Context: an optimization exercise on an open-source flow, tuned for small area and a short achievable clock period. The choices shown serve that exercise and are no tape-out recipe.
RTL that was checked went through simulation tests only; none was proved equivalent to the original.
Power and IR drop assume default switching activity.

== pine ==
==> flow/design.v <==
module XORmessage(a,m,b);
input [63:0] a;
input [63:0] m;
output[63:0] b;
assign b = a ^ m;
endmodule
module GS(a3,a2,a1,a0,sbox_type,
          b3,b2,b1,b0);
input  a3,a2,a1,a0,sbox_type;
output b3,b2,b1,b0;
nand (a0_a2,a0,a2);
xnor (t1,a1,a0_a2);
nand (t1_a3,t1,a3);
xnor (t0,a0,t1_a3);
nor  (t0_t1,t0,t1);
xnor (t2,a2,t0_t1);
xnor (t3,a3,t2);
xnor (s1,t1,t3);
nand (t0_s1,t0,s1);
xnor (s2,t2,t0_s1);
buf  (b3,t0);
buf  (b1,s1);
buf  (b2,s2);
xor  (b0,t3,sbox_type);
endmodule
module SubCells(a0,a1,a2,a3,sbox_type,
                b0,b1,b2,b3);
input [15:0] a0,a1,a2,a3;
input        sbox_type;
output[15:0] b0,b1,b2,b3;
GS u15(a3[15],a2[15],a1[15],a0[15],sbox_type,b3[15],b2[15],b1[15],b0[15]);
GS u14(a3[14],a2[14],a1[14],a0[14],sbox_type,b3[14],b2[14],b1[14],b0[14]);
GS u13(a3[13],a2[13],a1[13],a0[13],sbox_type,b3[13],b2[13],b1[13],b0[13]);
GS u12(a3[12],a2[12],a1[12],a0[12],sbox_type,b3[12],b2[12],b1[12],b0[12]);
GS u11(a3[11],a2[11],a1[11],a0[11],sbox_type,b3[11],b2[11],b1[11],b0[11]);
GS u10(a3[10],a2[10],a1[10],a0[10],sbox_type,b3[10],b2[10],b1[10],b0[10]);
GS u09(a3[ 9],a2[ 9],a1[ 9],a0[ 9],sbox_type,b3[ 9],b2[ 9],b1[ 9],b0[ 9]);
GS u08(a3[ 8],a2[ 8],a1[ 8],a0[ 8],sbox_type,b3[ 8],b2[ 8],b1[ 8],b0[ 8]);
GS u07(a3[ 7],a2[ 7],a1[ 7],a0[ 7],sbox_type,b3[ 7],b2[ 7],b1[ 7],b0[ 7]);
GS u06(a3[ 6],a2[ 6],a1[ 6],a0[ 6],sbox_type,b3[ 6],b2[ 6],b1[ 6],b0[ 6]);
GS u05(a3[ 5],a2[ 5],a1[ 5],a0[ 5],sbox_type,b3[ 5],b2[ 5],b1[ 5],b0[ 5]);
GS u04(a3[ 4],a2[ 4],a1[ 4],a0[ 4],sbox_type,b3[ 4],b2[ 4],b1[ 4],b0[ 4]);
GS u03(a3[ 3],a2[ 3],a1[ 3],a0[ 3],sbox_type,b3[ 3],b2[ 3],b1[ 3],b0[ 3]);
GS u02(a3[ 2],a2[ 2],a1[ 2],a0[ 2],sbox_type,b3[ 2],b2[ 2],b1[ 2],b0[ 2]);
GS u01(a3[ 1],a2[ 1],a1[ 1],a0[ 1],sbox_type,b3[ 1],b2[ 1],b1[ 1],b0[ 1]);
GS u00(a3[ 0],a2[ 0],a1[ 0],a0[ 0],sbox_type,b3[ 0],b2[ 0],b1[ 0],b0[ 0]);
endmodule
module PermBits(a0,a1,a2,a3,
                b0,b1,b2,b3);
input [15:0] a0,a1,a2,a3;
output[15:0] b0,b1,b2,b3;
assign b0[0] = a0[0];
assign b0[12] = a0[1];
assign b0[8] = a0[2];
assign b0[4] = a0[3];
assign b0[1] = a0[4];
assign b0[13] = a0[5];
assign b0[9] = a0[6];
assign b0[5] = a0[7];
assign b0[2] = a0[8];
assign b0[14] = a0[9];
assign b0[10] = a0[10];
assign b0[6] = a0[11];
assign b0[3] = a0[12];
assign b0[15] = a0[13];
assign b0[11] = a0[14];
assign b0[7] = a0[15];
assign b1[4] = a1[0];
assign b1[0] = a1[1];
assign b1[12] = a1[2];
assign b1[8] = a1[3];
assign b1[5] = a1[4];
assign b1[1] = a1[5];
assign b1[13] = a1[6];
assign b1[9] = a1[7];
assign b1[6] = a1[8];
assign b1[2] = a1[9];
assign b1[14] = a1[10];
assign b1[10] = a1[11];
assign b1[7] = a1[12];
assign b1[3] = a1[13];
assign b1[15] = a1[14];
assign b1[11] = a1[15];
assign b2[8] = a2[0];
assign b2[4] = a2[1];
assign b2[0] = a2[2];
assign b2[12] = a2[3];
assign b2[9] = a2[4];
assign b2[5] = a2[5];
assign b2[1] = a2[6];
assign b2[13] = a2[7];
assign b2[10] = a2[8];
assign b2[6] = a2[9];
assign b2[2] = a2[10];
assign b2[14] = a2[11];
assign b2[11] = a2[12];
assign b2[7] = a2[13];
assign b2[3] = a2[14];
assign b2[15] = a2[15];
assign b3[12] = a3[0];
assign b3[8] = a3[1];
assign b3[4] = a3[2];
assign b3[0] = a3[3];
assign b3[13] = a3[4];
assign b3[9] = a3[5];
assign b3[5] = a3[6];
assign b3[1] = a3[7];
assign b3[14] = a3[8];
assign b3[10] = a3[9];
assign b3[6] = a3[10];
assign b3[2] = a3[11];
assign b3[15] = a3[12];
assign b3[11] = a3[13];
assign b3[7] = a3[14];
assign b3[3] = a3[15];
endmodule
module AddRoundKey(a0,a1,a2,a3,
                   c,
                   b0,b1,b2,b3);
input [15:0] a0,a1,a2,a3;
input [63:0] c;
output[15:0] b0,b1,b2,b3;
genvar j;
generate
    for (j = 0; j < 16; j = j + 1) begin : g
        assign b0[j] = a0[j] ^ c[4*j];
        assign b1[j] = a1[j] ^ c[4*j+1];
        assign b2[j] = a2[j] ^ c[4*j+2];
        assign b3[j] = a3[j] ^ c[4*j+3];
    end
endgenerate
endmodule
module RoundFunction(a,
                     c,
                     b);
input [63:0] a;
input [63:0] c;
output[63:0] b;
wire [15:0] a0,a1,a2,a3;
wire [15:0] s0,s1,s2,s3;
wire [15:0] p0,p1,p2,p3;
wire [15:0] b0,b1,b2,b3;
genvar j;
generate
    for (j = 0; j < 16; j = j + 1) begin : g
        assign a0[j] = a[4*j];
        assign a1[j] = a[4*j+1];
        assign a2[j] = a[4*j+2];
        assign a3[j] = a[4*j+3];
        assign b[4*j]   = b0[j];
        assign b[4*j+1] = b1[j];
        assign b[4*j+2] = b2[j];
        assign b[4*j+3] = b3[j];
    end
endgenerate
SubCells sc0(a0,a1,a2,a3,
             1'b0,
             s0,s1,s2,s3);
PermBits pm0(s0,s1,s2,s3,
             p0,p1,p2,p3);
AddRoundKey ak0(p0,p1,p2,p3,
                c,
                b0,b1,b2,b3);
endmodule
module LFSR(clk,clr,r,rc);
input        clk,clr;
output reg [5:0] r;
output     [5:0] rc;
assign rc = {r[4:0], ~(r[5] ^ r[4])};
always @(posedge clk) begin
    r <= clr ? 6'd0 : rc;
end
endmodule
module KeyUpdate(a,
                 b);
input [127:0] a;
output[127:0] b;
wire [31:0] a0,a1,a2,a3;
wire [31:0] b0,b1,b2,b3;
assign a0 = a[31:0];
assign a1 = a[63:32];
assign a2 = a[95:64];
assign a3 = a[127:96];
assign b3[0] = a0[12];
assign b3[1] = a0[13];
assign b3[2] = a0[14];
assign b3[3] = a0[15];
assign b3[4] = a0[0];
assign b3[5] = a0[1];
assign b3[6] = a0[2];
assign b3[7] = a0[3];
assign b3[8] = a0[4];
assign b3[9] = a0[5];
assign b3[10] = a0[6];
assign b3[11] = a0[7];
assign b3[12] = a0[8];
assign b3[13] = a0[9];
assign b3[14] = a0[10];
assign b3[15] = a0[11];
assign b3[16] = a0[18];
assign b3[17] = a0[19];
assign b3[18] = a0[20];
assign b3[19] = a0[21];
assign b3[20] = a0[22];
assign b3[21] = a0[23];
assign b3[22] = a0[24];
assign b3[23] = a0[25];
assign b3[24] = a0[26];
assign b3[25] = a0[27];
assign b3[26] = a0[28];
assign b3[27] = a0[29];
assign b3[28] = a0[30];
assign b3[29] = a0[31];
assign b3[30] = a0[16];
assign b3[31] = a0[17];
assign b0 = a1;
assign b1 = a2;
assign b2 = a3;
assign b = {b3,b2,b1,b0};
endmodule
module LDMAC(clk,rst,
             load_s1,load_s2,
             load_k,
             load_m,
             din,
             dout,
             dout_valid,
             done);
input            clk,rst;
input            load_s1,load_s2;
output reg       load_k;
output reg       load_m;
input     [63:0] din;
output    [63:0] dout;
output reg       dout_valid;
output reg       done;
localparam [5:0] F12 = 6'd60;
localparam [5:0] F27 = 6'd5;
reg X1,X2,P1,P2,KA1,KB1,E1,KA2,KB2,E2;
reg fin;             
reg [2:0] blok;
wire blok_up = (blok == 3'd7);
wire [5:0] r, rc;
wire lfsr_clr = X2 | KA1 | KA2 | fin;
always @(posedge clk) begin
    if (rst) begin
        X1 <= 1'b1; X2 <= 1'b0; P1 <= 1'b0; P2 <= 1'b0;
        KA1 <= 1'b0; KB1 <= 1'b0; E1 <= 1'b0;
        KA2 <= 1'b0; KB2 <= 1'b0; E2 <= 1'b0;
    end
    else begin
        X1  <= (P2 | E2) & fin;
        X2  <= X1;
        P1  <= (X2 & ~blok_up) | (P1 & ~fin);
        P2  <= (P1 & fin) | (P2 & ~fin);
        KA1 <= X2 & blok_up;
        KB1 <= KA1;
        E1  <= KB1 | (E1 & ~fin);
        KA2 <= E1 & fin;
        KB2 <= KA2;
        E2  <= KB2 | (E2 & ~fin);
    end
end
wire last_p = ~rst & ~fin & (P1 | P2) & (r == F12);
wire last_e = ~rst & ~fin & (E1 | E2) & (r == F27);
always @(posedge clk) begin
    fin        <= last_p | last_e;
    dout_valid <= last_e;
    done       <= last_e & E2;
    load_k     <= ~rst & (KA1 | KA2 | (X2 & blok_up) | (E1 & fin));
    load_m     <= X2;
    blok       <= rst ? 3'd0 : blok + {2'd0, X2};
end
LFSR lf0(clk, lfsr_clr, r, rc);
reg  [127:0] k;
wire [127:0] kuo;
KeyUpdate ku0(k, kuo);
always @(posedge clk) begin
    if (KA1 | KB1 | KA2 | KB2) k <= {k[63:0], din};
    else                       k <= kuo;
end
wire        kb  = KB1 | KB2;
wire        enc = kb | E1 | E2;
wire [31:0] kw  = kb ? din[31:0] : k[63:32];
reg  [63:0] c;
integer j;
always @(*) begin
    for (j = 0; j < 16; j = j + 1) begin
        c[4*j]   = ~enc | kw[j];
        c[4*j+1] = enc & kw[16+j];
        c[4*j+2] = 1'b0;
        c[4*j+3] = (j == 15) ? 1'b1 : (j < 6) ? rc[j] : 1'b0;
    end
end
reg  [63:0] A, B;
wire [63:0] a, rfo;
wire s2A  = ~rst & (X2 | P2 | KA2 | KB2 | E2);     
wire ldc  = s2A ? load_s2 : load_s1;               
wire ldo  = s2A ? load_s1 : load_s2;               
wire dx   = rst | X1 | X2;                         
wire swp  = ~rst & (X1 | X2 | fin);                
wire rnd  = ~rst & (kb | ((E1 | E2 | ((P1 | P2) & ~ldc)) & ~fin));
wire bx   = ~rst & (X1 | X2 | ((E1 | E2) & fin));  
wire bp   = ~rst & (P1 | P2) & fin;                
assign a = ldc ? din : (dx ? A ^ din : A);
RoundFunction rf0(a, c, rfo);
always @(posedge clk) begin
    if (swp)      A <= ldo ? din : B;
    else if (rnd) A <= rfo;
    else          A <= a;
end
always @(posedge clk) begin
    if (bx | (bp & ldc)) B <= a;
    else if (bp)         B <= rfo;
    else if (ldo)        B <= din;
end
assign dout = A;
endmodule
==> flow/config.mk <==
export PLATFORM = sky130hd
export DESIGN_NAME = LDMAC
export DESIGN_NICKNAME = LDMAC
export VERILOG_FILES = /design/flow/design.v
export SDC_FILE = /design/flow/constraint.sdc
export NUM_CORES = 4
export LEC_CHECK = 0
export CAP_MARGIN = 20
export CORE_MARGIN = 2
export CORE_UTILIZATION = 40
export SLEW_MARGIN = 20
==> flow/constraint.sdc <==
create_clock -name core_clock -period 5.0 [get_ports {clk}]
set_input_delay 1.0000 -clock core_clock [delete_from_list [all_inputs] [get_ports {clk}]]
set_output_delay 1.0000 -clock core_clock [all_outputs]
set_load 0.01 [all_outputs]
run.sh (not shown) runs the stock make flow with config.mk's settings and CLKGATE_MAP_FILE= SYNTH_SCRIPT=/design/flow/synth_recipe.tcl, a recipe that flattens the netlist after the stock synthesis.
Input changes introduced in maple (baseline for comparison: pine):
--- a/flow/design.v
+++ b/flow/design.v
@@ -291,28 +291,35 @@
         c[4*j+2] = 1'b0;
         c[4*j+3] = (j == 15) ? 1'b1 : (j < 6) ? rc[j] : 1'b0;
     end
 end
 reg  [63:0] A, B;
-wire [63:0] a, rfo;
-wire s2A  = ~rst & (X2 | P2 | KA2 | KB2 | E2);     
-wire ldc  = s2A ? load_s2 : load_s1;               
-wire ldo  = s2A ? load_s1 : load_s2;               
-wire dx   = rst | X1 | X2;                         
-wire swp  = ~rst & (X1 | X2 | fin);                
-wire rnd  = ~rst & (kb | ((E1 | E2 | ((P1 | P2) & ~ldc)) & ~fin));
-wire bx   = ~rst & (X1 | X2 | ((E1 | E2) & fin));  
-wire bp   = ~rst & (P1 | P2) & fin;                
-assign a = ldc ? din : (dx ? A ^ din : A);
-RoundFunction rf0(a, c, rfo);
+wire [63:0] rfi, rfo;
+wire s2A    = P2 | KA2 | KB2 | E2;                
+wire mode_e = ~rst & (kb | ((E1 | E2) & ~fin));   
+wire mode_p = ~rst & (P1 | P2) & ~fin;            
+wire swap   = ~rst & fin;
+wire swap_p = swap & (P1 | P2);
+wire swap_e = swap & (E1 | E2);
+wire m      = ~rst & (s2A ^ fin);                 
+wire ld_a   = m ? load_s2 : load_s1;
+wire ld_b   = m ? load_s1 : load_s2;
+wire ld_r   = mode_e & (s2A ? load_s2 : load_s1);
+wire xor_a  = rst | X1;
+wire xor_b  = ~rst & X2;
+assign rfi = ld_r ? din : A;
+RoundFunction rf0(rfi, c, rfo);
 always @(posedge clk) begin
-    if (swp)      A <= ldo ? din : B;
-    else if (rnd) A <= rfo;
-    else          A <= a;
+    if (mode_e)      A <= rfo;
+    else if (ld_a)   A <= din;
+    else if (mode_p) A <= rfo;
+    else if (swap)   A <= B;
+    else if (xor_a)  A <= A ^ din;
 end
 always @(posedge clk) begin
-    if (bx | (bp & ldc)) B <= a;
-    else if (bp)         B <= rfo;
-    else if (ldo)        B <= din;
+    if (ld_b)        B <= din;
+    else if (swap_p) B <= rfo;
+    else if (swap_e) B <= A;
+    else if (xor_b)  B <= B ^ din;
 end
 assign dout = A;
 endmodule
## What came out
Looking at number of distinct standard cells referenced by the synthesized netlist, maple sits 6 below pine.
Synthesized cell count | maple above pine
Compared to pine, the router laid down more metal wire for maple.
Amount of wire on met2 after detailed routing (lower): pine
Density: maple sparser than pine
For pine, only the layout was checked, not whether the RTL still works.

---

== before ==
Another version of the RTL of LDMAC (not shown whole).
Size: ~140 I/O pins, ~0.014 mm2 of cells after synthesis.
==> module Slice, before the edit <==
module Slice(A, B, din, rfo,
             nld, g,
             aD, aB, aR, aA,
             bD, bB, bR, bA,
             a, an, bn);
input  A, B, din, rfo;
input  nld, g;
input  aD, aB, aR, aA;
input  bD, bB, bR, bA;
output a, an, bn;
assign a  = (A & nld) ^ (din & g);
assign an = (din & aD) | (B & aB) | (rfo & aR) | (a & aA);
assign bn = (din & bD) | (B & bB) | (rfo & bR) | (a & bA);
endmodule
==> module LDMAC, before the edit <==
module LDMAC(clk,rst,
             load_s1,load_s2,
             load_k,
             load_m,
             din,
             dout,
             dout_valid,
             done);
input            clk,rst;
input            load_s1,load_s2;
output reg       load_k;
output reg       load_m;
input     [63:0] din;
output    [63:0] dout;
output reg       dout_valid;
output reg       done;
localparam [5:0] F12 = 6'd60;
localparam [5:0] F27 = 6'd5;
reg X1,X2,P1,P1F,P2,P2F,KA1,KB1,E1,E1F,KA2,KB2,E2,E2F;
reg [2:0] blok;
wire bu  = (blok == 3'd7);
wire [5:0] rc;
wire t12 = (r == F12);
wire t27 = (r == F27);
wire lfsr_clr = X2 | KA1 | KA2 | P1F | P2F | E1F | E2F;
wire nX1  = ~rst & (P2F | E2F) | rst;
wire nX2  = ~rst & X1;
wire nP1  = ~rst & ((X2 & ~bu) | (P1 & ~t12));
wire nP1F = ~rst & P1 & t12;
wire nP2  = ~rst & (P1F | (P2 & ~t12));
wire nP2F = ~rst & P2 & t12;
wire nKA1 = ~rst & X2 & bu;
wire nKB1 = ~rst & KA1;
wire nE1  = ~rst & (KB1 | (E1 & ~t27));
wire nE1F = ~rst & E1 & t27;
wire nKA2 = ~rst & E1F;
wire nKB2 = ~rst & KA2;
wire nE2  = ~rst & (KB2 | (E2 & ~t27));
wire nE2F = ~rst & E2 & t27;
reg s2A;     
reg xph;     
reg sw;      
reg pf;      
reg pm;      
reg em;      
reg kb;      
reg kl;      
always @(posedge clk) begin
    X1 <= nX1; X2 <= nX2;
    P1 <= nP1; P1F <= nP1F; P2 <= nP2; P2F <= nP2F;
    KA1 <= nKA1; KB1 <= nKB1; E1 <= nE1; E1F <= nE1F;
    KA2 <= nKA2; KB2 <= nKB2; E2 <= nE2; E2F <= nE2F;
    s2A <= nX2 | nP2 | nP2F | nKA2 | nKB2 | nE2 | nE2F;
    xph <= nX1 | nX2;
    sw  <= nX1 | nX2 | nP1F | nP2F | nE1F | nE2F;
    pf  <= nP1F | nP2F;
    pm  <= nP1 | nP2;
    em  <= nKB1 | nKB2 | nE1 | nE2;
    kb  <= nKB1 | nKB2;
    kl  <= nKA1 | nKB1 | nKA2 | nKB2;
end
always @(posedge clk) begin
    dout_valid <= ~rst & (E1 | E2) & t27;
    done       <= ~rst & E2 & t27;
    load_k     <= ~rst & ((X2 & bu) | KA1 | E1F | KA2);
    load_m     <= X2;
    blok       <= rst ? 3'd0 : blok + {2'd0, X2};
end
reg [5:0] r;
assign rc = {r[4:0], ~(r[5] ^ r[4])};
always @(posedge clk) begin
    r <= lfsr_clr ? 6'd0 : rc;
end
reg  [127:0] k;
wire [127:0] kuo;
assign kuo = {k[17:16], k[31:18], k[11:0], k[15:12], k[127:32]};
always @(posedge clk) begin
    if (kl) k <= {k[63:0], din};
    else                       k <= kuo;
end
wire [31:0] kw  = kb ? din[31:0] : k[63:32];
wire [31:0] ck;
assign ck[15:0]  = {16{~em}} | kw[15:0];
assign ck[31:16] = {16{em}} & kw[31:16];
wire sel2 = s2A & ~rst;
wire ldc  = sel2 ? load_s2 : load_s1;              
wire ldo  = sel2 ? load_s1 : load_s2;              
wire nrst = ~rst;
reg  [63:0] A, B;
wire [63:0] a, an, bn, rfo;
wire aD = nrst & sw & ldo;                         
wire aB = nrst & sw & ~ldo;                        
wire aR = nrst & (em | (pm & ~ldc));               
wire aA = ~(aD | aB | aR);                         
wire bA = nrst & sw & (~pf | ldc);                 
wire bR = nrst & pf & ~ldc;                        
wire bD = (rst | ~sw) & ldo;                       
wire bB = (rst | ~sw) & ~ldo;                      
RoundFunction rf0(a, ck, rc, rfo);
genvar i;
generate
    for (i = 0; i < 64; i = i + 1) begin : g_bit
        Slice sl(A[i], B[i], din[i], rfo[i],
                 ~ldc, ldc | rst | xph,
                 aD, aB, aR, aA,
                 bD, bB, bR, bA,
                 a[i], an[i], bn[i]);
    end
endgenerate
always @(posedge clk) begin
    A <= an;
    B <= bn;
end
assign dout = A;
endmodule
==> flow/config.mk <==
export PLATFORM = sky130hd
export DESIGN_NAME = LDMAC
export DESIGN_NICKNAME = LDMAC
export VERILOG_FILES = /design/flow/design.v
export SDC_FILE = /design/flow/constraint.sdc
export NUM_CORES = 4
export LEC_CHECK = 0
export CAP_MARGIN = 20
export CORE_MARGIN = 2
export CORE_UTILIZATION = 40
export SETUP_SLACK_MARGIN = 3.0
export SLEW_MARGIN = 20
export SYNTH_HIERARCHICAL = 1
export TNS_END_PERCENT = 0
==> flow/constraint.sdc <==
create_clock -name core_clock -period 5.0 [get_ports {clk}]
set_input_delay 1.0000 -clock core_clock [delete_from_list [all_inputs] [get_ports {clk}]]
set_output_delay 1.0000 -clock core_clock [all_outputs]
set_load 0.01 [all_outputs]
standard.sh (not shown) runs the stock make flow with config.mk's settings and CLKGATE_MAP_FILE= SYNTH_SCRIPT=/design/flow/synth_recipe.tcl, a recipe that flattens the netlist after the stock synthesis.
==> flow/flow/run.sh <==
#!/bin/bash
set -euo pipefail
export BUFFER_PORTS_ARGS="-buffer_cell sky130_fd_sc_hd__buf_2"
bash standard.sh > standard_flow.log 2>&1
What after does differently from before at the input level:
diff --git a/flow/design.v b/flow/design.v
--- a/flow/design.v
+++ b/flow/design.v
@@ -1,16 +1,16 @@
-module Slice(A, B, din, rfo,
+module Slice(A, B, din, rA, rD,
              nld, g,
-             aD, aB, aR, aA,
+             aD, aB, aR, aL, aA,
              bD, bB, bR, bA,
              a, an, bn);
-input  A, B, din, rfo;
+input  A, B, din, rA, rD;
 input  nld, g;
-input  aD, aB, aR, aA;
+input  aD, aB, aR, aL, aA;
 input  bD, bB, bR, bA;
 output a, an, bn;
 assign a  = (A & nld) ^ (din & g);
-assign an = (din & aD) | (B & aB) | (rfo & aR) | (a & aA);
-assign bn = (din & bD) | (B & bB) | (rfo & bR) | (a & bA);
+assign an = (din & aD) | (B & aB) | (rA & aR) | (rD & aL) | (a & aA);
+assign bn = (din & bD) | (B & bB) | (rA & bR) | (a & bA);
 endmodule
 module GS(a3,a2,a1,a0,
           b3,b2,b1,b0);
@@ -146,22 +146,24 @@
 wire ldo  = sel2 ? load_s1 : load_s2;              
 wire nrst = ~rst;
 reg  [63:0] A, B;
-wire [63:0] a, an, bn, rfo;
+wire [63:0] a, an, bn, rA, rD;
 wire aD = nrst & sw & ldo;                         
 wire aB = nrst & sw & ~ldo;                        
-wire aR = nrst & (em | (pm & ~ldc));               
-wire aA = ~(aD | aB | aR);                         
+wire aR = nrst & (em | pm) & ~ldc;                 
+wire aL = nrst & em & ldc;                         
+wire aA = ~(aD | aB | aR | aL);                    
 wire bA = nrst & sw & (~pf | ldc);                 
 wire bR = nrst & pf & ~ldc;                        
 wire bD = (rst | ~sw) & ldo;                       
 wire bB = (rst | ~sw) & ~ldo;                      
-RoundFunction rf0(a, ck, rc, rfo);
+RoundFunction rf0(A,   ck, rc, rA);
+RoundFunction rf1(din, ck, rc, rD);
 genvar i;
 generate
     for (i = 0; i < 64; i = i + 1) begin : g_bit
-        Slice sl(A[i], B[i], din[i], rfo[i],
+        Slice sl(A[i], B[i], din[i], rA[i], rD[i],
                  ~ldc, ldc | rst | xph,
-                 aD, aB, aR, aA,
+                 aD, aB, aR, aL, aA,
                  bD, bB, bR, bA,
                  a[i], an[i], bn[i]);
     end
==> run notes <==
- The length of routed wiring on met1 number comes out lower for before vs after.
- Between before and after, the post-route worst setup slack is lower for before.
- Comparing after against before, there is no change at all in sequential cell count.
- after vs before: portion of total power attributed to the clock network down
- Per the comparison of after with before, cell count shows an increase of 17%, fmax shows an increase of about 50%.
- Comparing before and after, the lower via count is on before.
- Net total in the final layout, after vs before: up by more than 10%
- Re combinational share of power: before was lower than after.
- after and before ended up with roughly the same average footprint of a synthesized cell.
For before, only the layout was checked, not whether the RTL still works.

## port drivers added, routing unchanged
In the flow no input, the clock included, has a driving cell. The finished layouts below were timed again as built, in two steps.
Step 1 assumes that a clkbuf_16 drives the clock port and a buf_2 every other input.
Step 2 times the ports against the registers' clock, not the clock port: input delays grow and output delays shrink by t, the midpoint of the rising clock arrivals with the driver on.
a / b / c = ideal ports / drivers / drivers and shift; a / b = the first two.
| run | t (ns) | setup WS [ns] | hold WS [ns] |
|---|---|---|---|
| pine | 0.625 | 1.085 / 1.117 / 0.491 | 0.450 / 0.450 / 0.450 |
| maple | 0.579 | 1.310 / 1.343 / 0.764 | 0.421 / 0.421 / 0.421 |
| before | 0.559 | 1.883 / 1.917 / 1.357 | 0.425 / 0.425 / 0.425 |
| after | 0.574 | 2.889 / 2.867 / 2.323 | 0.430 / 0.430 / 0.430 |
After both steps setup and hold are still met in every run listed. The setup slack of pine, which loses most, moves by +0.032 ns with the drivers and by -0.594 ns with both steps.
